This is an optimization exercise on Yosys and OpenROAD, whose aim is small area, not a production implementation. Only simulation tests tie the RTL to the original design; equivalence was not proved. Power is estimated from default activity; no workload was simulated. No driver is modelled on the clock port, so clocking that relies on it looks cheaper here than on a real chip.

==> run M <==
==> flow/design.v <==
`timescale 1ns/1ps
module conv2d_3x3_fifo_full #(
    parameter IMG_W = 128,
    parameter PIXEL_BITS = 8
)(
    input clk,
    input rst_n,
    input [PIXEL_BITS-1:0] pixel_in,
    input pixel_valid,
    output reg [PIXEL_BITS-1:0] out_pixel,
    output reg out_valid
);
    localparam N = 2*IMG_W;
    reg [PIXEL_BITS-1:0] sr [1:N];
    integer k;
    always @(posedge clk) begin
        if (pixel_valid) begin
            sr[1] <= pixel_in;
            for (k = 2; k <= N; k = k + 1)
                sr[k] <= sr[k-1];
        end
    end
    reg [$clog2(N+1)-1:0] cnt;
    always @(posedge clk or negedge rst_n) begin
        if (!rst_n)
            cnt <= 0;
        else if (pixel_valid && !cnt[$clog2(N)])
            cnt <= cnt + 1'b1;
    end
    wire [PIXEL_BITS-1:0] mid = (cnt[$clog2(N)] | cnt[$clog2(N)-1]) ? sr[IMG_W] : 0;
    wire [PIXEL_BITS-1:0] bot = cnt[$clog2(N)] ? sr[N] : 0;
    wire [PIXEL_BITS+1:0] v0 = pixel_in + {mid, 1'b0} + bot;
    reg  [PIXEL_BITS+1:0] v1, v2;
    wire [PIXEL_BITS+3:0] s = {2'b00, v2} - {2'b00, v0};
    reg  [PIXEL_BITS-1:0] nxt;
    always @(posedge clk or negedge rst_n) begin
        if (!rst_n) begin
            v1 <= 0; v2 <= 0; nxt <= 0;
            out_pixel <= 0;
            out_valid <= 0;
        end else begin
            out_valid <= pixel_valid;
            if (pixel_valid) begin
                v1 <= v0;
                v2 <= v1;
                nxt <= s[PIXEL_BITS+3:4];
                out_pixel <= nxt;
            end
        end
    end
endmodule
==> flow/flow/run.sh <==
#!/bin/bash
# The standard layout, with clock tree synthesis told to add no dummy loads
# and to cluster the flip-flops into larger groups per leaf buffer.
set -euo pipefail
export BUFFER_PORTS_ARGS="-buffer_cell sky130_fd_sc_hd__buf_1"
export CTS_ARGS="-sink_clustering_enable -repair_clock_nets -dont_use_dummy_load -sink_clustering_size 36 -sink_clustering_max_diameter 100 -buf_list sky130_fd_sc_hd__clkbuf_16"
bash standard.sh > standard.log 2>&1
==> flow/standard.sh <==
#!/bin/bash
# synth_recipe.tcl (not shown) runs the flow's synth.tcl, then flattens the netlist and writes it again
# the make line also repeats each setting of config.mk as NAME=value (left out here)
make -C /OpenROAD-flow-scripts/flow DESIGN_CONFIG=/design/flow/config.mk WORK_HOME=/design/flow/orfs CLKGATE_MAP_FILE= SYNTH_SCRIPT=/design/flow/synth_recipe.tcl "${@:-finish}"
==> flow/config.mk <==
export PLATFORM = sky130hd
export DESIGN_NAME = conv2d_3x3_fifo_full
export DESIGN_NICKNAME = conv2d_3x3_fifo_full
export VERILOG_FILES = /design/flow/design.v
export SDC_FILE = /design/flow/constraint.sdc
export NUM_CORES = 4
export LEC_CHECK = 0
export CAP_MARGIN = 0
export CORE_MARGIN = 2
export CORE_UTILIZATION = 60
export SLEW_MARGIN = 0
==> flow/constraint.sdc <==
create_clock -name core_clock -period 10.0 [get_ports {clk}]
set_input_delay 2.0000 -clock core_clock [delete_from_list [all_inputs] [get_ports {clk}]]
set_output_delay 2.0000 -clock core_clock [all_outputs]
set_load 0.01 [all_outputs]
==> inputs of run Z, as changes to run M <==
==> flow/design.v, changed modules only <==
module conv2d_3x3_fifo_full #(
    parameter IMG_W = 128,
    parameter PIXEL_BITS = 8
)(
    input clk,
    input rst_n,
    input [PIXEL_BITS-1:0] pixel_in,
    input pixel_valid,
    output reg [PIXEL_BITS-1:0] out_pixel,
    output reg out_valid
);
    localparam N = 2*IMG_W;
    reg [PIXEL_BITS-1:0] sr [1:N];
    integer k;
    always @(posedge clk) begin
        if (pixel_valid) begin
            sr[1] <= pixel_in;
            for (k = 2; k <= N; k = k + 1)
                sr[k] <= sr[k-1];
        end
    end
    reg [$clog2(N+1)-1:0] cnt;
    always @(posedge clk or negedge rst_n) begin
        if (!rst_n)
            cnt <= 0;
        else if (pixel_valid && cnt != N)
            cnt <= cnt + 1'b1;
    end
    wire [PIXEL_BITS-1:0] mid = (cnt >= IMG_W) ? sr[IMG_W] : 0;
    wire [PIXEL_BITS-1:0] bot = (cnt >= N)     ? sr[N]     : 0;
    wire [PIXEL_BITS+1:0] v0 = pixel_in + {mid, 1'b0} + bot;
    reg  [PIXEL_BITS+1:0] v1, v2;
    wire [PIXEL_BITS+3:0] s = {2'b00, v2} - {2'b00, v0};
    reg  [PIXEL_BITS-1:0] nxt;
    always @(posedge clk or negedge rst_n) begin
        if (!rst_n) begin
            v1 <= 0; v2 <= 0; nxt <= 0;
            out_pixel <= 0;
            out_valid <= 0;
        end else begin
            out_valid <= pixel_valid;
            if (pixel_valid) begin
                v1 <= v0;
                v2 <= v1;
                nxt <= s[PIXEL_BITS+3:4];
                out_pixel <= nxt;
            end
        end
    end
endmodule
==> flow/run.sh (new file) <==
#!/bin/bash
# synth_recipe.tcl (not shown) runs the flow's synth.tcl, then flattens the netlist and writes it again
# the make line also repeats each setting of config.mk as NAME=value (left out here)
make -C /OpenROAD-flow-scripts/flow DESIGN_CONFIG=/design/flow/config.mk WORK_HOME=/design/flow/orfs CLKGATE_MAP_FILE= SYNTH_SCRIPT=/design/flow/synth_recipe.tcl finish
Settings changed: CAP_MARGIN 0 to 20, CTS_BUF_LIST from default to sky130_fd_sc_hd__clkbuf_8, CTS_CLUSTER_DIAMETER from default to 60, CTS_CLUSTER_SIZE from default to 22, SLEW_MARGIN 0 to 20.
removed: flow/flow/run.sh
removed: flow/standard.sh
==> qor summary <==
Part of the total power dissipated in sequential elements: run Z 0.687; run M 0.736
Worst reg-to-reg path cell count: run Z 16; run M 15
Worst voltage drop across the vdd grid: run Z 0.173 mV; run M 0.150 mV
Source-to-sink clock delay at the later pin of the worst-skew pair: run Z 0.83 ns; run M 0.67 ns
Power share of the combinational group: run Z 0.026; run M 0.020
Power share of the clock group: run Z 0.287; run M 0.244
Worst-Margin Slew: run Z 1.06 ns; run M 1.09 ns
All-Layer GR Usage: run Z 0.132; run M 0.127
Antenna diode count: run Z 4; run M 1
Min Clock Period, post-route: run Z 5.33 ns; run M 5.16 ns
Placed inst area: run Z 66,200 um^2; run M 66,100 um^2
Layout Skew: run Z 0.0236 ns; run M 0.0460 ns
Outcome: run Z timing/DRC/antenna clean; run M timing/DRC/antenna clean
Sequential portion of the cell area: run Z 0.904; run M 0.924
Worst setup timing slack at the placement stage: run Z 3.82 ns; run M 4.16 ns
Floorplan die height: run Z 331 um; run M 331 um
Growth of design area from synthesis to finish: run Z 8.00%; run M 5.82%
Internal Power: run Z 12.1 mW; run M 11.5 mW
Netlist Area Pre-Place: run Z 64,100 um^2; run M 64,000 um^2
Adder and majority cell fraction of the synthesized area: run Z 0.00619; run M 0.00600
Placed wire-length estimate after detailed placement: run Z 30.4 mm; run M 30.8 mm
Wire length on met1: run Z 40.1 mm; run M 39.1 mm
Setup WS post-layout: run Z 4.67 ns; run M 4.84 ns
Net count after synthesis: run Z 2,315; run M 2,306
H-tree levels: run Z 4; run M 3
Max transition margin: run Z 0.290; run M 0.272

==> re-timing with driven ports <==
How much do the figures lean on ideal ports? The routed layouts below were timed once more, with nothing changed but the port constraints.
Step 1 (the two cells are an assumption about what drives the block):
set clk [get_ports {clk}]
set_driving_cell -lib_cell sky130_fd_sc_hd__clkbuf_16 $clk
set_driving_cell -lib_cell sky130_fd_sc_hd__buf_2 [delete_from_list [all_inputs] $clk]
Step 2, shift: input delay + t, output delay - t, t = (earliest + latest rising clock arrival at the registers) / 2. This alone moves slack from input paths to output paths.
Slacks: no drivers / after step 1 / after step 2; pairs: no drivers / after step 1.
run | t, ns | setup slack, ns | worst setup path after step 2 | worst register clock-pin slew, ns | cell pins on the clock port's net
run M | 0.714 | 4.837 / 4.878 / 4.163 | input to register | 0.12 / 0.12 | 1
run Z | 0.881 | 4.673 / 4.717 / 3.836 | input to register | 0.12 / 0.12 | 1
After both steps setup and hold are still met in every run listed. The setup slack of run Z, which loses most, moves by +0.044 ns with the drivers and by -0.837 ns with both steps.
